What follows belongs to an exercise in optimizing a design on an open flow for small area; a production flow would make more cautious choices. The RTL was checked by simulation tests, not by an equivalence proof against the original design. Power figures rest on the tool's default switching activity, not on a simulated workload.

## run.sh

```bash
#!/bin/bash
# synth_recipe.tcl (not shown) runs the flow's synth.tcl, then flattens the netlist and writes it again
# the make line also repeats each setting of config.mk as NAME=value (left out here)
make -C /OpenROAD-flow-scripts/flow DESIGN_CONFIG=/design/flow/config.mk WORK_HOME=/design/flow/orfs CLKGATE_MAP_FILE= SYNTH_SCRIPT=/design/flow/synth_recipe.tcl finish
```

## config.mk

```make
export PLATFORM = sky130hd
export DESIGN_NAME = ym2149_audio
export DESIGN_NICKNAME = ym2149_audio
export VERILOG_FILES = /design/flow/design.v
export SDC_FILE = /design/flow/constraint.sdc
export NUM_CORES = 8
export LEC_CHECK = 0
export CAP_MARGIN = 20
export CORE_MARGIN = 2
export CORE_UTILIZATION = 40
export SLEW_MARGIN = 20
```

## constraint.sdc

```tcl
create_clock -name core_clock -period 10.0 [get_ports {clk_i}]
set_input_delay 2.0000 -clock core_clock [delete_from_list [all_inputs] [get_ports {clk_i}]]
set_output_delay 2.0000 -clock core_clock [all_outputs]
set_load 0.01 [all_outputs]
```

## design.v

```verilog
module ym2149_audio
  (input  clk_i,
   input  en_clk_psg_i,
   input  sel_n_i,
   input  reset_n_i,
   input  bc_i,
   input  bdir_i,
   input  [7:0] data_i,
   output [7:0] data_r_o,
   output [11:0] ch_a_o,
   output [11:0] ch_b_o,
   output [11:0] ch_c_o,
   output [13:0] mix_audio_o,
   output [13:0] pcm14s_o);
  reg [3:0] reg_addr_r;
  wire [3:0] reg_addr_x;
  reg [7:0] data_i_r;
  reg [7:0] data_o_r;
  reg [1:0] busctl_r;
  reg sel_n_r;
  reg sel_ff_r;
  wire sel_ff_x;
  wire en_int_clk_psg_s;
  reg [127:0] reg_file_ar;
  wire en_data_rd_s;
  wire en_data_wr_s;
  reg [11:0] ch_a_level_r;
  wire [11:0] ch_a_level_x;
  reg [11:0] ch_b_level_r;
  wire [11:0] ch_b_level_x;
  reg [11:0] ch_c_level_r;
  wire [11:0] ch_c_level_x;
  reg [11:0] ch_a_period_s;
  wire ch_a_tone_en_n_s;
  wire ch_a_noise_en_n_s;
  wire ch_a_mode_s;
  reg [11:0] ch_b_period_s;
  wire ch_b_tone_en_n_s;
  wire ch_b_noise_en_n_s;
  wire ch_b_mode_s;
  reg [11:0] ch_c_period_s;
  wire ch_c_tone_en_n_s;
  wire ch_c_noise_en_n_s;
  wire ch_c_mode_s;
  reg [4:0] noise_period_s;
  wire [15:0] env_period_s;
  wire env_continue_s;
  wire env_attack_s;
  wire env_alternate_s;
  wire env_hold_s;
  reg [2:0] clk_div8_r;
  wire [2:0] clk_div8_x;
  reg en_cnt_r;
  wire en_cnt_x;
  reg [11:0] ch_a_cnt_r;
  wire [11:0] ch_a_cnt_x;
  wire flatline_a_s;
  reg tone_a_r;
  wire tone_a_x;
  reg [11:0] ch_b_cnt_r;
  wire [11:0] ch_b_cnt_x;
  wire flatline_b_s;
  reg tone_b_r;
  wire tone_b_x;
  reg [11:0] ch_c_cnt_r;
  wire [11:0] ch_c_cnt_x;
  wire flatline_c_s;
  reg tone_c_r;
  wire tone_c_x;
  reg [4:0] noise_cnt_r;
  wire [4:0] noise_cnt_x;
  wire flatline_n_s;
  reg noise_ff_r;
  wire noise_ff_x;
  reg [16:0] noise_lfsr_r;
  wire [16:0] noise_lfsr_x;
  wire noise_fb_s;
  wire noise_s;
  wire mix_a_s;
  wire mix_b_s;
  wire mix_c_s;
  reg env_shape_wr_r;
  wire env_shape_wr_x;
  wire env_rst_s;
  reg [15:0] env_cnt_r;
  wire [15:0] env_cnt_x;
  reg env_ff_r;
  wire env_ff_x;
  reg [4:0] shape_cnt_r;
  wire [4:0] shape_cnt_x;
  reg continue_ff_r;
  wire continue_ff_x;
  reg attack_ff_r;
  wire attack_ff_x;
  reg hold_ff_r;
  wire hold_ff_x;
  wire env_sel_s;
  reg [4:0] env_out_s;
  wire [11:0] level_a_s;
  wire [11:0] level_b_s;
  wire [11:0] level_c_s;
  reg [11:0] dac_a_r;
  reg [11:0] dac_b_r;
  reg [11:0] dac_c_r;
  reg [13:0] sum_audio_r;
  reg dac_reg_bit0_s;
  wire [11:0] dac_reg_level_s;
  wire [11:0] dac_env_level_s;
  reg [11:0] sign_a_r;
  wire [11:0] sign_a_x;
  wire [11:0] level_a_env_s;
  reg [11:0] sign_b_r;
  wire [11:0] sign_b_x;
  wire [11:0] level_b_env_s;
  reg [11:0] sign_c_r;
  wire [11:0] sign_c_x;
  wire [11:0] level_c_env_s;
  reg [13:0] pcm14s_r;
  wire [1:0] n52_o;
  wire n60_o;
  wire n62_o;
  wire n64_o;
  wire [3:0] n65_o;
  wire n67_o;
  wire [3:0] n68_o;
  wire [3:0] n69_o;
  wire [2:0] n70_o;
  reg [3:0] n71_o;
  reg n74_o;
  reg n78_o;
  wire n82_o;
  wire n83_o;
  wire [3:0] n86_o;
  wire n88_o;
  wire n89_o;
  wire [3:0] n91_o;
  wire [4:0] n92_o;
  wire [4:0] n95_o;
  wire n99_o;
  wire [11:0] n100_o;
  wire n102_o;
  wire [11:0] n103_o;
  wire n105_o;
  wire [11:0] n106_o;
  wire n110_o;
  wire [3:0] n129_o;
  wire [3:0] n134_o;
  wire [127:0] n137_o;
  wire [11:0] n138_o;
  wire [11:0] n139_o;
  wire [11:0] n140_o;
  wire [7:0] n141_o;
  wire [127:0] n142_o;
  wire [11:0] n143_o;
  wire [11:0] n144_o;
  wire [11:0] n145_o;
  wire [3:0] n146_o;
  wire n147_o;
  wire [127:0] n148_o;
  wire [11:0] n149_o;
  wire [11:0] n150_o;
  wire [11:0] n151_o;
  wire n152_o;
  wire [3:0] n154_o;
  wire [7:0] n156_o;
  wire [127:0] n157_o;
  wire [127:0] n158_o;
  wire [11:0] n160_o;
  wire [11:0] n162_o;
  wire [11:0] n164_o;
  wire n166_o;
  wire [3:0] n175_o;
  wire [7:0] n176_o;
  wire [11:0] n177_o;
  wire n178_o;
  wire n179_o;
  wire n180_o;
  wire [3:0] n181_o;
  wire [7:0] n182_o;
  wire [11:0] n183_o;
  wire n184_o;
  wire n185_o;
  wire n186_o;
  wire [3:0] n187_o;
  wire [7:0] n188_o;
  wire [11:0] n189_o;
  wire n190_o;
  wire n191_o;
  wire n192_o;
  wire [4:0] n193_o;
  wire [7:0] n194_o;
  wire [7:0] n195_o;
  wire [15:0] n196_o;
  wire n197_o;
  wire n198_o;
  wire n199_o;
  wire n200_o;
  wire n201_o;
  wire n202_o;
  wire n203_o;
  wire n204_o;
  wire [2:0] n212_o;
  wire n215_o;
  wire n216_o;
  wire n221_o;
  wire [2:0] n222_o;
  wire n223_o;
  wire [2:0] n225_o;
  wire n227_o;
  wire n232_o;
  wire n233_o;
  wire [11:0] n234_o;
  wire [11:0] n236_o;
  wire [11:0] n237_o;
  wire n240_o;
  wire n241_o;
  wire n244_o;
  wire n245_o;
  wire n246_o;
  wire n247_o;
  wire n248_o;
  wire n250_o;
  wire n251_o;
  wire [11:0] n252_o;
  wire [11:0] n254_o;
  wire [11:0] n255_o;
  wire n258_o;
  wire n259_o;
  wire n262_o;
  wire n263_o;
  wire n264_o;
  wire n265_o;
  wire n266_o;
  wire n268_o;
  wire n269_o;
  wire [11:0] n270_o;
  wire [11:0] n272_o;
  wire [11:0] n273_o;
  wire n276_o;
  wire n277_o;
  wire n280_o;
  wire n281_o;
  wire n282_o;
  wire n283_o;
  wire n284_o;
  wire n288_o;
  wire [11:0] n289_o;
  wire n290_o;
  wire [11:0] n291_o;
  wire n292_o;
  wire [11:0] n293_o;
  wire n294_o;
  wire [11:0] n296_o;
  wire n298_o;
  wire [11:0] n300_o;
  wire n302_o;
  wire [11:0] n304_o;
  wire n306_o;
  wire n315_o;
  wire n316_o;
  wire [4:0] n317_o;
  wire [4:0] n319_o;
  wire [4:0] n320_o;
  wire n323_o;
  wire n324_o;
  wire n327_o;
  wire n328_o;
  wire n329_o;
  wire n330_o;
  wire n331_o;
  wire n332_o;
  wire n333_o;
  wire n334_o;
  wire [15:0] n335_o;
  wire [16:0] n336_o;
  wire n337_o;
  wire n341_o;
  wire n342_o;
  wire n343_o;
  wire [16:0] n344_o;
  wire [4:0] n345_o;
  wire n346_o;
  wire n347_o;
  wire [4:0] n349_o;
  wire n351_o;
  wire [16:0] n353_o;
  wire n358_o;
  wire n359_o;
  wire n360_o;
  wire n361_o;
  wire n362_o;
  wire n363_o;
  wire n364_o;
  wire n365_o;
  wire n366_o;
  wire n368_o;
  wire n369_o;
  wire [15:0] n370_o;
  wire [15:0] n372_o;
  wire [15:0] n373_o;
  wire n374_o;
  wire n375_o;
  wire n376_o;
  wire n377_o;
  wire n378_o;
  wire n379_o;
  wire [4:0] n381_o;
  wire [4:0] n383_o;
  wire n387_o;
  wire n388_o;
  wire n389_o;
  wire [4:0] n390_o;
  wire [15:0] n391_o;
  wire n392_o;
  wire n393_o;
  wire [15:0] n395_o;
  wire n397_o;
  wire [4:0] n399_o;
  wire n405_o;
  wire n406_o;
  wire n407_o;
  wire n408_o;
  wire n409_o;
  wire n411_o;
  wire n412_o;
  wire n413_o;
  wire n415_o;
  wire n416_o;
  wire n418_o;
  wire [4:0] n419_o;
  wire [4:0] n420_o;
  wire n421_o;
  wire [4:0] n422_o;
  wire [4:0] n425_o;
  wire n431_o;
  wire n432_o;
  wire n433_o;
  wire n434_o;
  wire n435_o;
  wire n436_o;
  wire n437_o;
  wire n438_o;
  wire n439_o;
  wire n441_o;
  wire n443_o;
  wire n445_o;
  wire n451_o;
  wire [11:0] n452_o;
  wire n453_o;
  wire [11:0] n454_o;
  wire n456_o;
  wire [11:0] n457_o;
  wire n458_o;
  wire [11:0] n459_o;
  wire n461_o;
  wire [11:0] n462_o;
  wire n463_o;
  wire [11:0] n464_o;
  wire [13:0] n469_o;
  wire [13:0] n471_o;
  wire [13:0] n472_o;
  wire [13:0] n474_o;
  wire [13:0] n475_o;
  wire n485_o;
  wire [11:0] n486_o;
  wire n487_o;
  wire [11:0] n488_o;
  wire n489_o;
  wire [11:0] n490_o;
  wire [11:0] n492_o;
  wire n493_o;
  wire n494_o;
  wire n495_o;
  wire n496_o;
  wire n497_o;
  wire [11:0] n498_o;
  wire [10:0] n499_o;
  wire [10:0] n500_o;
  wire [11:0] n502_o;
  wire [11:0] n504_o;
  wire n505_o;
  wire [11:0] n506_o;
  wire [10:0] n507_o;
  wire [11:0] n509_o;
  wire [11:0] n511_o;
  wire n512_o;
  wire n513_o;
  wire n514_o;
  wire n515_o;
  wire n516_o;
  wire [11:0] n517_o;
  wire [10:0] n518_o;
  wire [10:0] n519_o;
  wire [11:0] n521_o;
  wire [11:0] n523_o;
  wire n524_o;
  wire [11:0] n525_o;
  wire [10:0] n526_o;
  wire [11:0] n528_o;
  wire [11:0] n530_o;
  wire n531_o;
  wire n532_o;
  wire n533_o;
  wire n534_o;
  wire n535_o;
  wire [11:0] n536_o;
  wire [10:0] n537_o;
  wire [10:0] n538_o;
  wire [11:0] n540_o;
  wire [11:0] n542_o;
  wire n543_o;
  wire [11:0] n544_o;
  wire [10:0] n545_o;
  wire [11:0] n547_o;
  wire n551_o;
  wire n552_o;
  wire [1:0] n553_o;
  wire [13:0] n554_o;
  wire n555_o;
  wire n556_o;
  wire [1:0] n557_o;
  wire [13:0] n558_o;
  wire [13:0] n559_o;
  wire n560_o;
  wire n561_o;
  wire [1:0] n562_o;
  wire [13:0] n563_o;
  wire [13:0] n564_o;
  reg [3:0] n574_q;
  reg [7:0] n575_q;
  reg [7:0] n576_q;
  reg [1:0] n577_q;
  reg n578_q;
  wire n579_o;
  reg n580_q;
  reg [127:0] n581_q;
  reg [11:0] n582_q;
  reg [11:0] n583_q;
  reg [11:0] n584_q;
  reg [2:0] n585_q;
  reg n586_q;
  reg [11:0] n587_q;
  reg n588_q;
  reg [11:0] n589_q;
  reg n590_q;
  reg [11:0] n591_q;
  reg n592_q;
  reg [4:0] n593_q;
  reg n594_q;
  reg [16:0] n595_q;
  reg n596_q;
  reg [15:0] n597_q;
  reg n598_q;
  reg [4:0] n599_q;
  reg n600_q;
  reg n601_q;
  reg n602_q;
  wire [11:0] n603_o;
  reg [11:0] n604_q;
  wire [11:0] n605_o;
  reg [11:0] n606_q;
  wire [11:0] n607_o;
  reg [11:0] n608_q;
  wire [13:0] n609_o;
  reg [13:0] n610_q;
  wire [11:0] n611_o;
  reg [11:0] n612_q;
  wire [11:0] n613_o;
  reg [11:0] n614_q;
  wire [11:0] n615_o;
  reg [11:0] n616_q;
  wire [13:0] n617_o;
  reg [13:0] n618_q;
  wire [11:0] n620_data;  
  wire [11:0] n621_data;  
  wire [7:0] n622_o;
  wire [7:0] n623_o;
  wire [7:0] n624_o;
  wire [7:0] n625_o;
  wire [7:0] n626_o;
  wire [7:0] n627_o;
  wire [7:0] n628_o;
  wire [7:0] n629_o;
  wire [7:0] n630_o;
  wire [7:0] n631_o;
  wire [7:0] n632_o;
  wire [7:0] n633_o;
  wire [7:0] n634_o;
  wire [7:0] n635_o;
  wire [7:0] n636_o;
  wire [7:0] n637_o;
  wire [1:0] n638_o;
  reg [7:0] n639_o;
  wire [1:0] n640_o;
  reg [7:0] n641_o;
  wire [1:0] n642_o;
  reg [7:0] n643_o;
  wire [1:0] n644_o;
  reg [7:0] n645_o;
  wire [1:0] n646_o;
  reg [7:0] n647_o;
  wire n648_o;
  wire n649_o;
  wire n650_o;
  wire n651_o;
  wire n652_o;
  wire n653_o;
  wire n654_o;
  wire n655_o;
  wire n656_o;
  wire n657_o;
  wire n658_o;
  wire n659_o;
  wire n660_o;
  wire n661_o;
  wire n662_o;
  wire n663_o;
  wire n664_o;
  wire n665_o;
  wire n666_o;
  wire n667_o;
  wire n668_o;
  wire n669_o;
  wire n670_o;
  wire n671_o;
  wire n672_o;
  wire n673_o;
  wire n674_o;
  wire n675_o;
  wire n676_o;
  wire n677_o;
  wire n678_o;
  wire n679_o;
  wire n680_o;
  wire n681_o;
  wire n682_o;
  wire n683_o;
  wire [7:0] n684_o;
  wire [7:0] n685_o;
  wire [7:0] n686_o;
  wire [7:0] n687_o;
  wire [7:0] n688_o;
  wire [7:0] n689_o;
  wire [7:0] n690_o;
  wire [7:0] n691_o;
  wire [7:0] n692_o;
  wire [7:0] n693_o;
  wire [7:0] n694_o;
  wire [7:0] n695_o;
  wire [7:0] n696_o;
  wire [7:0] n697_o;
  wire [7:0] n698_o;
  wire [7:0] n699_o;
  wire [7:0] n700_o;
  wire [7:0] n701_o;
  wire [7:0] n702_o;
  wire [7:0] n703_o;
  wire [7:0] n704_o;
  wire [7:0] n705_o;
  wire [7:0] n706_o;
  wire [7:0] n707_o;
  wire [7:0] n708_o;
  wire [7:0] n709_o;
  wire [7:0] n710_o;
  wire [7:0] n711_o;
  wire [7:0] n712_o;
  wire [7:0] n713_o;
  wire [7:0] n714_o;
  wire [7:0] n715_o;
  wire [127:0] n716_o;
  assign data_r_o = data_o_r;
  assign ch_a_o = dac_a_r;
  assign ch_b_o = dac_b_r;
  assign ch_c_o = dac_c_r;
  assign mix_audio_o = sum_audio_r;
  assign pcm14s_o = pcm14s_r;
  always @*
    reg_addr_r = n574_q;  
  assign reg_addr_x = n71_o;  
  always @*
    data_i_r = n575_q;  
  always @*
    data_o_r = n576_q;  
  always @*
    busctl_r = n577_q;  
  always @*
    sel_n_r = n578_q;  
  always @*
    sel_ff_r = n580_q;  
  assign sel_ff_x = n201_o;  
  assign en_int_clk_psg_s = n204_o;  
  always @*
    reg_file_ar = n581_q;  
  assign en_data_rd_s = n74_o;  
  assign en_data_wr_s = n78_o;  
  always @*
    ch_a_level_r = n582_q;  
  assign ch_a_level_x = n100_o;  
  always @*
    ch_b_level_r = n583_q;  
  assign ch_b_level_x = n103_o;  
  always @*
    ch_c_level_r = n584_q;  
  assign ch_c_level_x = n106_o;  
  always @*
    ch_a_period_s = n177_o;  
  assign ch_a_tone_en_n_s = n178_o;  
  assign ch_a_noise_en_n_s = n179_o;  
  assign ch_a_mode_s = n180_o;  
  always @*
    ch_b_period_s = n183_o;  
  assign ch_b_tone_en_n_s = n184_o;  
  assign ch_b_noise_en_n_s = n185_o;  
  assign ch_b_mode_s = n186_o;  
  always @*
    ch_c_period_s = n189_o;  
  assign ch_c_tone_en_n_s = n190_o;  
  assign ch_c_noise_en_n_s = n191_o;  
  assign ch_c_mode_s = n192_o;  
  always @*
    noise_period_s = n193_o;  
  assign env_period_s = n196_o;  
  assign env_continue_s = n197_o;  
  assign env_attack_s = n198_o;  
  assign env_alternate_s = n199_o;  
  assign env_hold_s = n200_o;  
  always @*
    clk_div8_r = n585_q;  
  assign clk_div8_x = n212_o;  
  always @*
    en_cnt_r = n586_q;  
  assign en_cnt_x = n216_o;  
  always @*
    ch_a_cnt_r = n587_q;  
  assign ch_a_cnt_x = n234_o;  
  assign flatline_a_s = n241_o;  
  always @*
    tone_a_r = n588_q;  
  assign tone_a_x = n244_o;  
  always @*
    ch_b_cnt_r = n589_q;  
  assign ch_b_cnt_x = n252_o;  
  assign flatline_b_s = n259_o;  
  always @*
    tone_b_r = n590_q;  
  assign tone_b_x = n262_o;  
  always @*
    ch_c_cnt_r = n591_q;  
  assign ch_c_cnt_x = n270_o;  
  assign flatline_c_s = n277_o;  
  always @*
    tone_c_r = n592_q;  
  assign tone_c_x = n280_o;  
  always @*
    noise_cnt_r = n593_q;  
  assign noise_cnt_x = n317_o;  
  assign flatline_n_s = n324_o;  
  always @*
    noise_ff_r = n594_q;  
  assign noise_ff_x = n327_o;  
  always @*
    noise_lfsr_r = n595_q;  
  assign noise_lfsr_x = n336_o;  
  assign noise_fb_s = n334_o;  
  assign noise_s = n337_o;  
  assign mix_a_s = n360_o;  
  assign mix_b_s = n363_o;  
  assign mix_c_s = n366_o;  
  always @*
    env_shape_wr_r = n596_q;  
  assign env_shape_wr_x = n83_o;  
  assign env_rst_s = n379_o;  
  always @*
    env_cnt_r = n597_q;  
  assign env_cnt_x = n370_o;  
  always @*
    env_ff_r = n598_q;  
  assign env_ff_x = n377_o;  
  always @*
    shape_cnt_r = n599_q;  
  assign shape_cnt_x = n381_o;  
  always @*
    continue_ff_r = n600_q;  
  assign continue_ff_x = n406_o;  
  always @*
    attack_ff_r = n601_q;  
  assign attack_ff_x = n413_o;  
  always @*
    hold_ff_r = n602_q;  
  assign hold_ff_x = n416_o;  
  assign env_sel_s = n408_o;  
  always @*
    env_out_s = n419_o;  
  assign level_a_s = n452_o;  
  assign level_b_s = n457_o;  
  assign level_c_s = n462_o;  
  always @*
    dac_a_r = n604_q;  
  always @*
    dac_b_r = n606_q;  
  always @*
    dac_c_r = n608_q;  
  always @*
    sum_audio_r = n610_q;  
  always @*
    dac_reg_bit0_s = n89_o;  
  assign dac_reg_level_s = n621_data;  
  assign dac_env_level_s = n620_data;  
  always @*
    sign_a_r = n612_q;  
  assign sign_a_x = n498_o;  
  assign level_a_env_s = n486_o;  
  always @*
    sign_b_r = n614_q;  
  assign sign_b_x = n517_o;  
  assign level_b_env_s = n488_o;  
  always @*
    sign_c_r = n616_q;  
  assign sign_c_x = n536_o;  
  assign level_c_env_s = n490_o;  
  always @*
    pcm14s_r = n618_q;  
  assign n52_o = {bdir_i, bc_i};
  assign n60_o = busctl_r == 2'b00;
  assign n62_o = busctl_r == 2'b01;
  assign n64_o = busctl_r == 2'b10;
  assign n65_o = data_i_r[7:4];
  assign n67_o = n65_o == 4'b0000;
  assign n68_o = data_i_r[3:0];
  assign n69_o = n67_o ? n68_o : reg_addr_r;
  assign n70_o = {n64_o, n62_o, n60_o};
  always @*
    case (n70_o)
      3'b100: n71_o = reg_addr_r;
      3'b010: n71_o = reg_addr_r;
      3'b001: n71_o = reg_addr_r;
      default: n71_o = n69_o;
    endcase
  always @*
    case (n70_o)
      3'b100: n74_o = 1'b0;
      3'b010: n74_o = 1'b1;
      3'b001: n74_o = 1'b0;
      default: n74_o = 1'b0;
    endcase
  always @*
    case (n70_o)
      3'b100: n78_o = 1'b1;
      3'b010: n78_o = 1'b0;
      3'b001: n78_o = 1'b0;
      default: n78_o = 1'b0;
    endcase
  assign n82_o = reg_addr_r == 4'b1101;
  assign n83_o = n82_o ? en_data_wr_s : 1'b0;
  assign n86_o = data_i_r[3:0];
  assign n88_o = n86_o == 4'b0000;
  assign n89_o = n88_o ? 1'b0 : 1'b1;
  assign n91_o = data_i_r[3:0];
  assign n92_o = {n91_o, dac_reg_bit0_s};
  assign n95_o = 5'b11111 - n92_o;
  assign n99_o = reg_addr_r == 4'b1000;
  assign n100_o = n99_o ? dac_reg_level_s : ch_a_level_r;
  assign n102_o = reg_addr_r == 4'b1001;
  assign n103_o = n102_o ? dac_reg_level_s : ch_b_level_r;
  assign n105_o = reg_addr_r == 4'b1010;
  assign n106_o = n105_o ? dac_reg_level_s : ch_c_level_r;
  assign n110_o = ~reset_n_i;
  assign n129_o = 4'b1111 - reg_addr_r;
  assign n134_o = 4'b1111 - reg_addr_r;
  assign n137_o = en_data_wr_s ? n716_o : reg_file_ar;
  assign n138_o = en_data_wr_s ? ch_a_level_x : ch_a_level_r;
  assign n139_o = en_data_wr_s ? ch_b_level_x : ch_b_level_r;
  assign n140_o = en_data_wr_s ? ch_c_level_x : ch_c_level_r;
  assign n141_o = n147_o ? n647_o : data_o_r;
  assign n142_o = en_data_rd_s ? reg_file_ar : n137_o;
  assign n143_o = en_data_rd_s ? ch_a_level_r : n138_o;
  assign n144_o = en_data_rd_s ? ch_b_level_r : n139_o;
  assign n145_o = en_data_rd_s ? ch_c_level_r : n140_o;
  assign n146_o = en_clk_psg_i ? reg_addr_x : reg_addr_r;
  assign n147_o = en_clk_psg_i & en_data_rd_s;
  assign n148_o = en_clk_psg_i ? n142_o : reg_file_ar;
  assign n149_o = en_clk_psg_i ? n143_o : ch_a_level_r;
  assign n150_o = en_clk_psg_i ? n144_o : ch_b_level_r;
  assign n151_o = en_clk_psg_i ? n145_o : ch_c_level_r;
  assign n152_o = en_clk_psg_i ? env_shape_wr_x : env_shape_wr_r;
  assign n154_o = n110_o ? 4'b0000 : n146_o;
  assign n156_o = n110_o ? 8'b00000000 : n141_o;
  assign n157_o = {8'b00000000, 8'b00000000, 8'b00000000, 8'b00000000, 8'b00000000, 8'b00000000, 8'b00000000, 8'b00000000, 8'b00000000, 8'b00000000, 8'b00000000, 8'b00000000, 8'b00000000, 8'b00000000, 8'b00000000, 8'b00000000};
  assign n158_o = n110_o ? n157_o : n148_o;
  assign n160_o = n110_o ? 12'b100000000000 : n149_o;
  assign n162_o = n110_o ? 12'b100000000000 : n150_o;
  assign n164_o = n110_o ? 12'b100000000000 : n151_o;
  assign n166_o = n110_o ? 1'b0 : n152_o;
  assign n175_o = reg_file_ar[115:112];
  assign n176_o = reg_file_ar[127:120];
  assign n177_o = {n175_o, n176_o};
  assign n178_o = reg_file_ar[64];
  assign n179_o = reg_file_ar[67];
  assign n180_o = reg_file_ar[60];
  assign n181_o = reg_file_ar[99:96];
  assign n182_o = reg_file_ar[111:104];
  assign n183_o = {n181_o, n182_o};
  assign n184_o = reg_file_ar[65];
  assign n185_o = reg_file_ar[68];
  assign n186_o = reg_file_ar[52];
  assign n187_o = reg_file_ar[83:80];
  assign n188_o = reg_file_ar[95:88];
  assign n189_o = {n187_o, n188_o};
  assign n190_o = reg_file_ar[66];
  assign n191_o = reg_file_ar[69];
  assign n192_o = reg_file_ar[44];
  assign n193_o = reg_file_ar[76:72];
  assign n194_o = reg_file_ar[31:24];
  assign n195_o = reg_file_ar[39:32];
  assign n196_o = {n194_o, n195_o};
  assign n197_o = reg_file_ar[19];
  assign n198_o = reg_file_ar[18];
  assign n199_o = reg_file_ar[17];
  assign n200_o = reg_file_ar[16];
  assign n201_o = ~sel_ff_r;
  assign n202_o = en_clk_psg_i & sel_ff_r;
  assign n203_o = ~sel_n_r;
  assign n204_o = n203_o ? n202_o : en_clk_psg_i;
  assign n212_o = clk_div8_r + 3'b001;
  assign n215_o = clk_div8_r == 3'b011;
  assign n216_o = n215_o ? 1'b1 : 1'b0;
  assign n221_o = ~reset_n_i;
  assign n222_o = en_int_clk_psg_s ? clk_div8_x : clk_div8_r;
  assign n223_o = en_int_clk_psg_s ? en_cnt_x : en_cnt_r;
  assign n225_o = n221_o ? 3'b000 : n222_o;
  assign n227_o = n221_o ? 1'b0 : n223_o;
  assign n232_o = $unsigned(ch_a_cnt_r) >= $unsigned(ch_a_period_s);
  assign n233_o = en_cnt_x & n232_o;
  assign n234_o = n233_o ? 12'b000000000000 : n237_o;
  assign n236_o = ch_a_cnt_r + 12'b000000000001;
  assign n237_o = en_cnt_r ? n236_o : ch_a_cnt_r;
  assign n240_o = $unsigned(ch_a_period_s) < $unsigned(12'b000000000110);
  assign n241_o = n240_o ? 1'b1 : 1'b0;
  assign n244_o = flatline_a_s ? 1'b1 : n248_o;
  assign n245_o = ~tone_a_r;
  assign n246_o = $unsigned(ch_a_cnt_r) >= $unsigned(ch_a_period_s);
  assign n247_o = en_cnt_x & n246_o;
  assign n248_o = n247_o ? n245_o : tone_a_r;
  assign n250_o = $unsigned(ch_b_cnt_r) >= $unsigned(ch_b_period_s);
  assign n251_o = en_cnt_x & n250_o;
  assign n252_o = n251_o ? 12'b000000000000 : n255_o;
  assign n254_o = ch_b_cnt_r + 12'b000000000001;
  assign n255_o = en_cnt_r ? n254_o : ch_b_cnt_r;
  assign n258_o = $unsigned(ch_b_period_s) < $unsigned(12'b000000000110);
  assign n259_o = n258_o ? 1'b1 : 1'b0;
  assign n262_o = flatline_b_s ? 1'b1 : n266_o;
  assign n263_o = ~tone_b_r;
  assign n264_o = $unsigned(ch_b_cnt_r) >= $unsigned(ch_b_period_s);
  assign n265_o = en_cnt_x & n264_o;
  assign n266_o = n265_o ? n263_o : tone_b_r;
  assign n268_o = $unsigned(ch_c_cnt_r) >= $unsigned(ch_c_period_s);
  assign n269_o = en_cnt_x & n268_o;
  assign n270_o = n269_o ? 12'b000000000000 : n273_o;
  assign n272_o = ch_c_cnt_r + 12'b000000000001;
  assign n273_o = en_cnt_r ? n272_o : ch_c_cnt_r;
  assign n276_o = $unsigned(ch_c_period_s) < $unsigned(12'b000000000110);
  assign n277_o = n276_o ? 1'b1 : 1'b0;
  assign n280_o = flatline_c_s ? 1'b1 : n284_o;
  assign n281_o = ~tone_c_r;
  assign n282_o = $unsigned(ch_c_cnt_r) >= $unsigned(ch_c_period_s);
  assign n283_o = en_cnt_x & n282_o;
  assign n284_o = n283_o ? n281_o : tone_c_r;
  assign n288_o = ~reset_n_i;
  assign n289_o = en_int_clk_psg_s ? ch_a_cnt_x : ch_a_cnt_r;
  assign n290_o = en_int_clk_psg_s ? tone_a_x : tone_a_r;
  assign n291_o = en_int_clk_psg_s ? ch_b_cnt_x : ch_b_cnt_r;
  assign n292_o = en_int_clk_psg_s ? tone_b_x : tone_b_r;
  assign n293_o = en_int_clk_psg_s ? ch_c_cnt_x : ch_c_cnt_r;
  assign n294_o = en_int_clk_psg_s ? tone_c_x : tone_c_r;
  assign n296_o = n288_o ? 12'b000000000000 : n289_o;
  assign n298_o = n288_o ? 1'b1 : n290_o;
  assign n300_o = n288_o ? 12'b000000000000 : n291_o;
  assign n302_o = n288_o ? 1'b1 : n292_o;
  assign n304_o = n288_o ? 12'b000000000000 : n293_o;
  assign n306_o = n288_o ? 1'b1 : n294_o;
  assign n315_o = $unsigned(noise_cnt_r) >= $unsigned(noise_period_s);
  assign n316_o = en_cnt_x & n315_o;
  assign n317_o = n316_o ? 5'b00000 : n320_o;
  assign n319_o = noise_cnt_r + 5'b00001;
  assign n320_o = en_cnt_r ? n319_o : noise_cnt_r;
  assign n323_o = $unsigned(noise_period_s) < $unsigned(5'b00101);
  assign n324_o = n323_o ? 1'b1 : 1'b0;
  assign n327_o = flatline_n_s ? 1'b1 : n331_o;
  assign n328_o = ~noise_ff_r;
  assign n329_o = $unsigned(noise_cnt_r) >= $unsigned(noise_period_s);
  assign n330_o = en_cnt_x & n329_o;
  assign n331_o = n330_o ? n328_o : noise_ff_r;
  assign n332_o = noise_lfsr_r[3];
  assign n333_o = noise_lfsr_r[0];
  assign n334_o = n332_o ^ n333_o;
  assign n335_o = noise_lfsr_r[16:1];
  assign n336_o = {noise_fb_s, n335_o};
  assign n337_o = noise_lfsr_r[0];
  assign n341_o = ~reset_n_i;
  assign n342_o = ~noise_ff_r;
  assign n343_o = n342_o & noise_ff_x;
  assign n344_o = n347_o ? noise_lfsr_x : noise_lfsr_r;
  assign n345_o = en_int_clk_psg_s ? noise_cnt_x : noise_cnt_r;
  assign n346_o = en_int_clk_psg_s ? noise_ff_x : noise_ff_r;
  assign n347_o = en_int_clk_psg_s & n343_o;
  assign n349_o = n341_o ? 5'b00000 : n345_o;
  assign n351_o = n341_o ? 1'b1 : n346_o;
  assign n353_o = n341_o ? 17'b10000000000000000 : n344_o;
  assign n358_o = ch_a_tone_en_n_s | tone_a_r;
  assign n359_o = ch_a_noise_en_n_s | noise_s;
  assign n360_o = n358_o & n359_o;
  assign n361_o = ch_b_tone_en_n_s | tone_b_r;
  assign n362_o = ch_b_noise_en_n_s | noise_s;
  assign n363_o = n361_o & n362_o;
  assign n364_o = ch_c_tone_en_n_s | tone_c_r;
  assign n365_o = ch_c_noise_en_n_s | noise_s;
  assign n366_o = n364_o & n365_o;
  assign n368_o = $unsigned(env_cnt_r) >= $unsigned(env_period_s);
  assign n369_o = en_cnt_x & n368_o;
  assign n370_o = n369_o ? 16'b0000000000000000 : n373_o;
  assign n372_o = env_cnt_r + 16'b0000000000000001;
  assign n373_o = en_cnt_r ? n372_o : env_cnt_r;
  assign n374_o = ~env_ff_r;
  assign n375_o = $unsigned(env_cnt_r) >= $unsigned(env_period_s);
  assign n376_o = en_cnt_x & n375_o;
  assign n377_o = n376_o ? n374_o : env_ff_r;
  assign n378_o = ~reset_n_i;
  assign n379_o = n378_o | env_shape_wr_r;
  assign n381_o = hold_ff_x ? 5'b11111 : n383_o;
  assign n383_o = shape_cnt_r + 5'b00001;
  assign n387_o = ~hold_ff_r;
  assign n388_o = env_ff_r != env_ff_x;
  assign n389_o = n387_o & n388_o;
  assign n390_o = n393_o ? shape_cnt_x : shape_cnt_r;
  assign n391_o = en_int_clk_psg_s ? env_cnt_x : env_cnt_r;
  assign n392_o = en_int_clk_psg_s ? env_ff_x : env_ff_r;
  assign n393_o = en_int_clk_psg_s & n389_o;
  assign n395_o = env_rst_s ? 16'b0000000000000000 : n391_o;
  assign n397_o = env_rst_s ? 1'b1 : n392_o;
  assign n399_o = env_rst_s ? 5'b00000 : n390_o;
  assign n405_o = shape_cnt_r == 5'b11111;
  assign n406_o = n405_o ? env_continue_s : continue_ff_r;
  assign n407_o = ~attack_ff_r;
  assign n408_o = env_attack_s ? n407_o : attack_ff_r;
  assign n409_o = ~attack_ff_r;
  assign n411_o = shape_cnt_r == 5'b11111;
  assign n412_o = n411_o & env_alternate_s;
  assign n413_o = n412_o ? n409_o : attack_ff_r;
  assign n415_o = shape_cnt_r == 5'b11111;
  assign n416_o = n415_o ? env_hold_s : hold_ff_r;
  assign n418_o = ~continue_ff_r;
  assign n419_o = n418_o ? 5'b00000 : n422_o;
  assign n420_o = ~shape_cnt_r;
  assign n421_o = ~env_sel_s;
  assign n422_o = n421_o ? n420_o : shape_cnt_r;
  assign n425_o = 5'b11111 - env_out_s;
  assign n431_o = ~hold_ff_r;
  assign n432_o = env_ff_r != env_ff_x;
  assign n433_o = n431_o & n432_o;
  assign n434_o = n437_o ? continue_ff_x : continue_ff_r;
  assign n435_o = n438_o ? attack_ff_x : attack_ff_r;
  assign n436_o = n439_o ? hold_ff_x : hold_ff_r;
  assign n437_o = en_int_clk_psg_s & n433_o;
  assign n438_o = en_int_clk_psg_s & n433_o;
  assign n439_o = en_int_clk_psg_s & n433_o;
  assign n441_o = env_rst_s ? 1'b1 : n434_o;
  assign n443_o = env_rst_s ? 1'b0 : n435_o;
  assign n445_o = env_rst_s ? 1'b0 : n436_o;
  assign n451_o = ~mix_a_s;
  assign n452_o = n451_o ? 12'b000000000000 : n454_o;
  assign n453_o = ~ch_a_mode_s;
  assign n454_o = n453_o ? ch_a_level_r : dac_env_level_s;
  assign n456_o = ~mix_b_s;
  assign n457_o = n456_o ? 12'b000000000000 : n459_o;
  assign n458_o = ~ch_b_mode_s;
  assign n459_o = n458_o ? ch_b_level_r : dac_env_level_s;
  assign n461_o = ~mix_c_s;
  assign n462_o = n461_o ? 12'b000000000000 : n464_o;
  assign n463_o = ~ch_c_mode_s;
  assign n464_o = n463_o ? ch_c_level_r : dac_env_level_s;
  assign n469_o = {2'b00, dac_a_r};
  assign n471_o = {2'b00, dac_b_r};
  assign n472_o = n469_o + n471_o;
  assign n474_o = {2'b00, dac_c_r};
  assign n475_o = n472_o + n474_o;
  assign n485_o = ~ch_a_mode_s;
  assign n486_o = n485_o ? ch_a_level_r : dac_env_level_s;
  assign n487_o = ~ch_b_mode_s;
  assign n488_o = n487_o ? ch_b_level_r : dac_env_level_s;
  assign n489_o = ~ch_c_mode_s;
  assign n490_o = n489_o ? ch_c_level_r : dac_env_level_s;
  assign n492_o = level_a_env_s - 12'b100000000000;
  assign n493_o = ch_a_tone_en_n_s & ch_a_noise_en_n_s;
  assign n494_o = n493_o | flatline_a_s;
  assign n495_o = ~ch_a_noise_en_n_s;
  assign n496_o = n495_o & flatline_n_s;
  assign n497_o = n494_o | n496_o;
  assign n498_o = n497_o ? n492_o : n506_o;
  assign n499_o = level_a_env_s[11:1];
  assign n500_o = ~n499_o;
  assign n502_o = {1'b1, n500_o};
  assign n504_o = n502_o + 12'b000000000001;
  assign n505_o = ~mix_a_s;
  assign n506_o = n505_o ? n504_o : n509_o;
  assign n507_o = level_a_env_s[11:1];
  assign n509_o = {1'b0, n507_o};
  assign n511_o = level_b_env_s - 12'b100000000000;
  assign n512_o = ch_b_tone_en_n_s & ch_b_noise_en_n_s;
  assign n513_o = n512_o | flatline_b_s;
  assign n514_o = ~ch_b_noise_en_n_s;
  assign n515_o = n514_o & flatline_n_s;
  assign n516_o = n513_o | n515_o;
  assign n517_o = n516_o ? n511_o : n525_o;
  assign n518_o = level_b_env_s[11:1];
  assign n519_o = ~n518_o;
  assign n521_o = {1'b1, n519_o};
  assign n523_o = n521_o + 12'b000000000001;
  assign n524_o = ~mix_b_s;
  assign n525_o = n524_o ? n523_o : n528_o;
  assign n526_o = level_b_env_s[11:1];
  assign n528_o = {1'b0, n526_o};
  assign n530_o = level_c_env_s - 12'b100000000000;
  assign n531_o = ch_c_tone_en_n_s & ch_c_noise_en_n_s;
  assign n532_o = n531_o | flatline_c_s;
  assign n533_o = ~ch_c_noise_en_n_s;
  assign n534_o = n533_o & flatline_n_s;
  assign n535_o = n532_o | n534_o;
  assign n536_o = n535_o ? n530_o : n544_o;
  assign n537_o = level_c_env_s[11:1];
  assign n538_o = ~n537_o;
  assign n540_o = {1'b1, n538_o};
  assign n542_o = n540_o + 12'b000000000001;
  assign n543_o = ~mix_c_s;
  assign n544_o = n543_o ? n542_o : n547_o;
  assign n545_o = level_c_env_s[11:1];
  assign n547_o = {1'b0, n545_o};
  assign n551_o = sign_a_r[11];
  assign n552_o = sign_a_r[11];
  assign n553_o = {n551_o, n552_o};
  assign n554_o = {n553_o, sign_a_r};
  assign n555_o = sign_b_r[11];
  assign n556_o = sign_b_r[11];
  assign n557_o = {n555_o, n556_o};
  assign n558_o = {n557_o, sign_b_r};
  assign n559_o = n554_o + n558_o;
  assign n560_o = sign_c_r[11];
  assign n561_o = sign_c_r[11];
  assign n562_o = {n560_o, n561_o};
  assign n563_o = {n562_o, sign_c_r};
  assign n564_o = n559_o + n563_o;
  always @(posedge clk_i)
    n574_q <= n154_o;
  always @(posedge clk_i)
    n575_q <= data_i;
  always @(posedge clk_i)
    n576_q <= n156_o;
  always @(posedge clk_i)
    n577_q <= n52_o;
  always @(posedge clk_i)
    n578_q <= sel_n_i;
  assign n579_o = en_clk_psg_i ? sel_ff_x : sel_ff_r;
  always @(posedge clk_i)
    n580_q <= reset_n_i ? n579_o : 1'b1;    
  always @(posedge clk_i)
    n581_q <= n158_o;
  always @(posedge clk_i)
    n582_q <= n160_o;
  always @(posedge clk_i)
    n583_q <= n162_o;
  always @(posedge clk_i)
    n584_q <= n164_o;
  always @(posedge clk_i)
    n585_q <= n225_o;
  always @(posedge clk_i)
    n586_q <= n227_o;
  always @(posedge clk_i)
    n587_q <= n296_o;
  always @(posedge clk_i)
    n588_q <= n298_o;
  always @(posedge clk_i)
    n589_q <= n300_o;
  always @(posedge clk_i)
    n590_q <= n302_o;
  always @(posedge clk_i)
    n591_q <= n304_o;
  always @(posedge clk_i)
    n592_q <= n306_o;
  always @(posedge clk_i)
    n593_q <= n349_o;
  always @(posedge clk_i)
    n594_q <= n351_o;
  always @(posedge clk_i)
    n595_q <= n353_o;
  always @(posedge clk_i)
    n596_q <= n166_o;
  always @(posedge clk_i)
    n597_q <= n395_o;
  always @(posedge clk_i)
    n598_q <= n397_o;
  always @(posedge clk_i)
    n599_q <= n399_o;
  always @(posedge clk_i)
    n600_q <= n441_o;
  always @(posedge clk_i)
    n601_q <= n443_o;
  always @(posedge clk_i)
    n602_q <= n445_o;
  assign n603_o = en_clk_psg_i ? level_a_s : dac_a_r;
  always @(posedge clk_i)
    n604_q <= n603_o;
  assign n605_o = en_clk_psg_i ? level_b_s : dac_b_r;
  always @(posedge clk_i)
    n606_q <= n605_o;
  assign n607_o = en_clk_psg_i ? level_c_s : dac_c_r;
  always @(posedge clk_i)
    n608_q <= n607_o;
  assign n609_o = en_clk_psg_i ? n475_o : sum_audio_r;
  always @(posedge clk_i)
    n610_q <= n609_o;
  assign n611_o = en_clk_psg_i ? sign_a_x : sign_a_r;
  always @(posedge clk_i)
    n612_q <= n611_o;
  assign n613_o = en_clk_psg_i ? sign_b_x : sign_b_r;
  always @(posedge clk_i)
    n614_q <= n613_o;
  assign n615_o = en_clk_psg_i ? sign_c_x : sign_c_r;
  always @(posedge clk_i)
    n616_q <= n615_o;
  assign n617_o = en_clk_psg_i ? n564_o : pcm14s_r;
  always @(posedge clk_i)
    n618_q <= n617_o;
  function [11:0] n619;
    input [4:0] idx;
    case (idx)
      5'd0: n619 = 12'b111111111111;
      5'd1: n619 = 12'b110101110110;
      5'd2: n619 = 12'b101101010011;
      5'd3: n619 = 12'b100110000111;
      5'd4: n619 = 12'b100000000100;
      5'd5: n619 = 12'b011010111111;
      5'd6: n619 = 12'b010110101101;
      5'd7: n619 = 12'b010011000111;
      5'd8: n619 = 12'b010000000101;
      5'd9: n619 = 12'b001101100001;
      5'd10: n619 = 12'b001011011000;
      5'd11: n619 = 12'b001001100101;
      5'd12: n619 = 12'b001000000100;
      5'd13: n619 = 12'b000110110010;
      5'd14: n619 = 12'b000101101101;
      5'd15: n619 = 12'b000100110011;
      5'd16: n619 = 12'b000100000010;
      5'd17: n619 = 12'b000011011001;
      5'd18: n619 = 12'b000010110111;
      5'd19: n619 = 12'b000010011010;
      5'd20: n619 = 12'b000010000001;
      5'd21: n619 = 12'b000001101101;
      5'd22: n619 = 12'b000001011100;
      5'd23: n619 = 12'b000001001101;
      5'd24: n619 = 12'b000001000001;
      5'd25: n619 = 12'b000000110111;
      5'd26: n619 = 12'b000000101110;
      5'd27: n619 = 12'b000000100111;
      5'd28: n619 = 12'b000000100001;
      5'd29: n619 = 12'b000000011011;
      5'd30: n619 = 12'b000000010111;
      5'd31: n619 = 12'b000000000000;
      default: n619 = 12'b000000000000;
    endcase
  endfunction
  assign n620_data = n619(n425_o);
  assign n621_data = n619(n95_o);
  assign n622_o = reg_file_ar[7:0];
  assign n623_o = reg_file_ar[15:8];
  assign n624_o = reg_file_ar[23:16];
  assign n625_o = reg_file_ar[31:24];
  assign n626_o = reg_file_ar[39:32];
  assign n627_o = reg_file_ar[47:40];
  assign n628_o = reg_file_ar[55:48];
  assign n629_o = reg_file_ar[63:56];
  assign n630_o = reg_file_ar[71:64];
  assign n631_o = reg_file_ar[79:72];
  assign n632_o = reg_file_ar[87:80];
  assign n633_o = reg_file_ar[95:88];
  assign n634_o = reg_file_ar[103:96];
  assign n635_o = reg_file_ar[111:104];
  assign n636_o = reg_file_ar[119:112];
  assign n637_o = reg_file_ar[127:120];
  assign n638_o = n129_o[1:0];
  always @*
    case (n638_o)
      2'b00: n639_o = n622_o;
      2'b01: n639_o = n623_o;
      2'b10: n639_o = n624_o;
      2'b11: n639_o = n625_o;
    endcase
  assign n640_o = n129_o[1:0];
  always @*
    case (n640_o)
      2'b00: n641_o = n626_o;
      2'b01: n641_o = n627_o;
      2'b10: n641_o = n628_o;
      2'b11: n641_o = n629_o;
    endcase
  assign n642_o = n129_o[1:0];
  always @*
    case (n642_o)
      2'b00: n643_o = n630_o;
      2'b01: n643_o = n631_o;
      2'b10: n643_o = n632_o;
      2'b11: n643_o = n633_o;
    endcase
  assign n644_o = n129_o[1:0];
  always @*
    case (n644_o)
      2'b00: n645_o = n634_o;
      2'b01: n645_o = n635_o;
      2'b10: n645_o = n636_o;
      2'b11: n645_o = n637_o;
    endcase
  assign n646_o = n129_o[3:2];
  always @*
    case (n646_o)
      2'b00: n647_o = n639_o;
      2'b01: n647_o = n641_o;
      2'b10: n647_o = n643_o;
      2'b11: n647_o = n645_o;
    endcase
  assign n648_o = n134_o[3];
  assign n649_o = ~n648_o;
  assign n650_o = n134_o[2];
  assign n651_o = ~n650_o;
  assign n652_o = n649_o & n651_o;
  assign n653_o = n649_o & n650_o;
  assign n654_o = n648_o & n651_o;
  assign n655_o = n648_o & n650_o;
  assign n656_o = n134_o[1];
  assign n657_o = ~n656_o;
  assign n658_o = n652_o & n657_o;
  assign n659_o = n652_o & n656_o;
  assign n660_o = n653_o & n657_o;
  assign n661_o = n653_o & n656_o;
  assign n662_o = n654_o & n657_o;
  assign n663_o = n654_o & n656_o;
  assign n664_o = n655_o & n657_o;
  assign n665_o = n655_o & n656_o;
  assign n666_o = n134_o[0];
  assign n667_o = ~n666_o;
  assign n668_o = n658_o & n667_o;
  assign n669_o = n658_o & n666_o;
  assign n670_o = n659_o & n667_o;
  assign n671_o = n659_o & n666_o;
  assign n672_o = n660_o & n667_o;
  assign n673_o = n660_o & n666_o;
  assign n674_o = n661_o & n667_o;
  assign n675_o = n661_o & n666_o;
  assign n676_o = n662_o & n667_o;
  assign n677_o = n662_o & n666_o;
  assign n678_o = n663_o & n667_o;
  assign n679_o = n663_o & n666_o;
  assign n680_o = n664_o & n667_o;
  assign n681_o = n664_o & n666_o;
  assign n682_o = n665_o & n667_o;
  assign n683_o = n665_o & n666_o;
  assign n684_o = reg_file_ar[7:0];
  assign n685_o = n668_o ? data_i_r : n684_o;
  assign n686_o = reg_file_ar[15:8];
  assign n687_o = n669_o ? data_i_r : n686_o;
  assign n688_o = reg_file_ar[23:16];
  assign n689_o = n670_o ? data_i_r : n688_o;
  assign n690_o = reg_file_ar[31:24];
  assign n691_o = n671_o ? data_i_r : n690_o;
  assign n692_o = reg_file_ar[39:32];
  assign n693_o = n672_o ? data_i_r : n692_o;
  assign n694_o = reg_file_ar[47:40];
  assign n695_o = n673_o ? data_i_r : n694_o;
  assign n696_o = reg_file_ar[55:48];
  assign n697_o = n674_o ? data_i_r : n696_o;
  assign n698_o = reg_file_ar[63:56];
  assign n699_o = n675_o ? data_i_r : n698_o;
  assign n700_o = reg_file_ar[71:64];
  assign n701_o = n676_o ? data_i_r : n700_o;
  assign n702_o = reg_file_ar[79:72];
  assign n703_o = n677_o ? data_i_r : n702_o;
  assign n704_o = reg_file_ar[87:80];
  assign n705_o = n678_o ? data_i_r : n704_o;
  assign n706_o = reg_file_ar[95:88];
  assign n707_o = n679_o ? data_i_r : n706_o;
  assign n708_o = reg_file_ar[103:96];
  assign n709_o = n680_o ? data_i_r : n708_o;
  assign n710_o = reg_file_ar[111:104];
  assign n711_o = n681_o ? data_i_r : n710_o;
  assign n712_o = reg_file_ar[119:112];
  assign n713_o = n682_o ? data_i_r : n712_o;
  assign n714_o = reg_file_ar[127:120];
  assign n715_o = n683_o ? data_i_r : n714_o;
  assign n716_o = {n715_o, n713_o, n711_o, n709_o, n707_o, n705_o, n703_o, n701_o, n699_o, n697_o, n695_o, n693_o, n691_o, n689_o, n687_o, n685_o};
endmodule
```

==> notes.md <==
Area Growth Syn to Fin 13.9%; Root Driver clkbuf_16; status timing/DRC/antenna clean; Unique masters post-synth 90; initial antenna violation count 0; Overflow after GRT 0; Max Cap Viol 0; Die ar. 0.0558 mm2; Synth Instances 2301; post-CTS setup buffer count 0; # rows 85; drt drc 0; RR Endpoint n612_q[11]; core area 0.0536 mm2; CP Launch Type flop; crit-path cells xnor2_2, buf_4, nor2_1, o21ai_0, inv_1, ha_1, or2_2, mux4_2, o21ai_2, o22ai_1, mux2i_1, nand3_2, nor4_2, a311oi_1, a21o_1; cell area after synthesis 0.0216 mm2; Slowest-stage cell, CP o21ai_0; setup_tns 0 ps; Leak 0.00918 uW; maximum VDD drop 0.000127 V; fin crit share 0.542; CTS clk-pin slew, worst paths 60 ps; flop2flop setup slack 4580 ps; post-route ant nets 0; Ys Warns 1; Final GP Congestion 0.892; CTS tree done; CP arrival 5740 ps; kind of critical path reg2reg; utilization after layout 0.458; Initial DRC Count 1302; HPWL after detailed placement 42600 um; Critical R2R Launch n581_q[18]; Synth Area per Inst 9.38 um2; worst hold stages 2; # clock sinks 379; quantity of gates resized following cts 0; share of cells above drive strength 1 0.0754; RSZ-0062 raised after global routing false; worst-skew pair later-pin latency 580 ps; IO buf count 85; syn nets 2453; most frequently used flop master after synthesis dfxtp_1; DRT Pass-1 Iters 5; Clock Skew 19.9 ps; # diodes 0; Register-to-Register Path Depth 15; Vias 16980; post-placement cell count 2978; critical path capture point type flop; Rel. slew slack 0.344; Via density 5.55; # hold bufs at CTS 0; Hold Path Origin n595_q[5]; post-route design area 0.0246 mm2; CP peak stage delay 740 ps; Num CTS Buffers 44; first-pass GRT wire length 94300 um; Power Dens Cells 147 mW/mm2; I/O pins 86; fill count 5105; Yosys reg bits 379; WHS Endpoint n595_q[5]; Post-Route WL 59100 um; Post-synth EDFFs 100; Final Max Slew Viols 0; nets 2480; Tmin final 5420 ps; Non-Filler Instances 3057; Slew @ Worst Pin 971 ps; die height 236 um; DR WL/cell 19.3 um; final setup fails 0; Global Route Usage Sum 0.212; dpl cell area 0.0230 mm2; pin count of the biggest net entering global routing 93; final hold viol count 0; FMAX 185 MHz; Critical Path RT 10320 ps; Crit Path Max Fanout 26; async set-reset flop share out of synthesis 0; total power 3600 uW; H-tree level count 2; worst hold path type reg2reg; vias in the first global route 16488; Horiz. Die Dim 236 um; Seq/Total Area, Yosys 0.398; Starting Density 0.402; clk buf depth 3
-- power breakdown --
part	switching, uW	internal [uW]	total (uW)	leakage (uW)
clock network	672	1050	1720	0.000741
logic	137	112	248	0.00517
registers	18.2	1610	1630	0.00327
-- cells in the mapped netlist, types with 8 or more instances --
library cell / count / area (um2)
a211oi_1: 29 / 218
a21boi_0: 60 / 450
a21o_1: 23 / 173
a21oi_1: 98 / 490
a22oi_1: 11 / 82.6
a31oi_1: 12 / 75.1
and2_1: 29 / 181
and3_1: 18 / 113
buf_1: 8 / 30.0
buf_2: 11 / 55.1
clkbuf_1: 109 / 409
dfxtp_1: 279 / 5590
edfxtp_1: 100 / 3000
fa_1: 26 / 521
ha_1: 112 / 1400
inv_1: 107 / 402
mux2i_1: 125 / 1250
mux4_2: 37 / 833
nand2_1: 236 / 886
nand2b_1: 24 / 150
nand3_1: 63 / 315
nand3b_1: 8 / 60.1
nand4_1: 38 / 238
nor2_1: 200 / 751
nor2b_1: 137 / 857
nor3_1: 24 / 120
nor4_1: 16 / 100
o211a_1: 11 / 110
o211ai_1: 19 / 143
o21a_1: 9 / 67.6
o21ai_0: 93 / 465
o22ai_1: 11 / 68.8
or3_1: 9 / 56.3
xnor2_1: 45 / 394
xor2_1: 32 / 280
-- metal layers --
layer	track usage	part of all wire	vias to the layer above
li1	-	-	8210
met1	0.281	0.45	8218
met2	0.360	0.48	462
met3	0.0263	0.046	90
met4	0.0643	0.024	0
met5	0	0	-
-- critical path, delay by kind of cell (launching register included) --
kind / cells / cell delay, ps
adders and majority gates: 1 / 370
AOI/OAI and AO/OA: 5 / 1480
xor gates and xnor gates: 1 / 150
muxes: 2 / 1110
buffers and inverters: 2 / 550
and+or+nand+nor: 4 / 970
DFF: 1 / 510
-- worst max-delay path by stage --
stage / start / slack, ps / endpoint / cells after the start
final: n581_q[18] / 4580 / n612_q[11] / 15
after floorplan: n601_q / 5450 / n616_q[10] / 18
after CTS: n581_q[18] / 4600 / n612_q[11] / 15
after global placement: en_clk_psg_i / 4510 / n591_q[8] / 9
after global routing: n581_q[18] / 4190 / n616_q[8] / 15
after detailed placement: en_clk_psg_i / 4500 / n581_q[25] / 8
-- stage by stage --
step                hold WS [ps]  setup slack, ps
finish                       461             4580
global route                 486             4190
CTS                          464             4600
detailed placement           455             4500
global placement             444             4510
floorplan                    436             5450
-- area by class of cell --
cell class,instances,area [um2],area share
clock inverter,21,307,0.0125
inverter,111,417,0.0170
multi-input combinational,1678,12100,0.492
clock buffer,58,1240,0.0503
timing repair buffer,114,1060,0.0433
tap,696,871,0.0355
sequential,379,8590,0.350
-- registers in the layout (all words and copies together), names as in the netlist, 14 cells and up --
register  count
n618_q       14
n595_q       17
n581_q      128
n610_q       14
n597_q       16
-- placed cells by master, fill, tap and decap left out, types with 31 or more instances in the layout --
cell / Yosys / final
inv_1: 107 / 107
dfxtp_1: 279 / 278
nor2b_1: 137 / 137
xor2_1: 32 / 32
nand2_1: 236 / 236
clkbuf_16: 0 / 46
nand4_1: 38 / 38
a21oi_1: 98 / 98
xnor2_1: 45 / 44
o21ai_0: 93 / 92
a21boi_0: 60 / 60
mux2i_1: 125 / 125
buf_4: 4 / 31
nor2_1: 200 / 199
clkdlybuf4s50_1: 0 / 83
mux4_2: 37 / 37
ha_1: 112 / 112
nand3_1: 63 / 63
edfxtp_1: 100 / 100
-- cells by family (layout without fill, tap and decap cells) --
| logic type | after synthesis | in the layout | synth area share |
|---|---|---|---|
| AND/OR/NAND/NOR | 833 | 833 | 0.189 |
| buffers and inverters | 244 | 304 | 0.0441 |
| XOR/XNOR | 80 | 80 | 0.0342 |
| multiplexers | 173 | 173 | 0.104 |
| adder cells (fa/ha/maj) | 138 | 138 | 0.0891 |
| AO/OA/AOI/OAI | 454 | 454 | 0.142 |
| flip-flops | 379 | 379 | 0.398 |

==> re-timing with driven ports <==
No port has a modelled driver above. Below, the same layout with a new extraction and two added sets of constraints.
Step 1 (the two cells are an assumption about what drives the block):
set clk [get_ports {clk_i}]
set_driving_cell -lib_cell sky130_fd_sc_hd__clkbuf_16 $clk
set_driving_cell -lib_cell sky130_fd_sc_hd__buf_2 [delete_from_list [all_inputs] $clk]
Step 2, shift: input delay + t, output delay - t, t = (earliest + latest rising clock arrival at the registers) / 2. This alone moves slack from input paths to output paths.
a / b / c = ideal / step 1 / step 2; a / b = the first two.
shift t [ns]: 0.625
setup WS [ns]: 4.583 / 4.583 / 4.510
hold WS [ns]: 0.461 / 0.461 / 0.461
clock arrival spread, ns: 0.021 / 0.021
worst register clock-pin slew, ns: 0.07 / 0.07
After both steps setup and hold are still met in this run. The setup slack of this run moves by 0.000 ns with the drivers and by -0.073 ns with both steps.
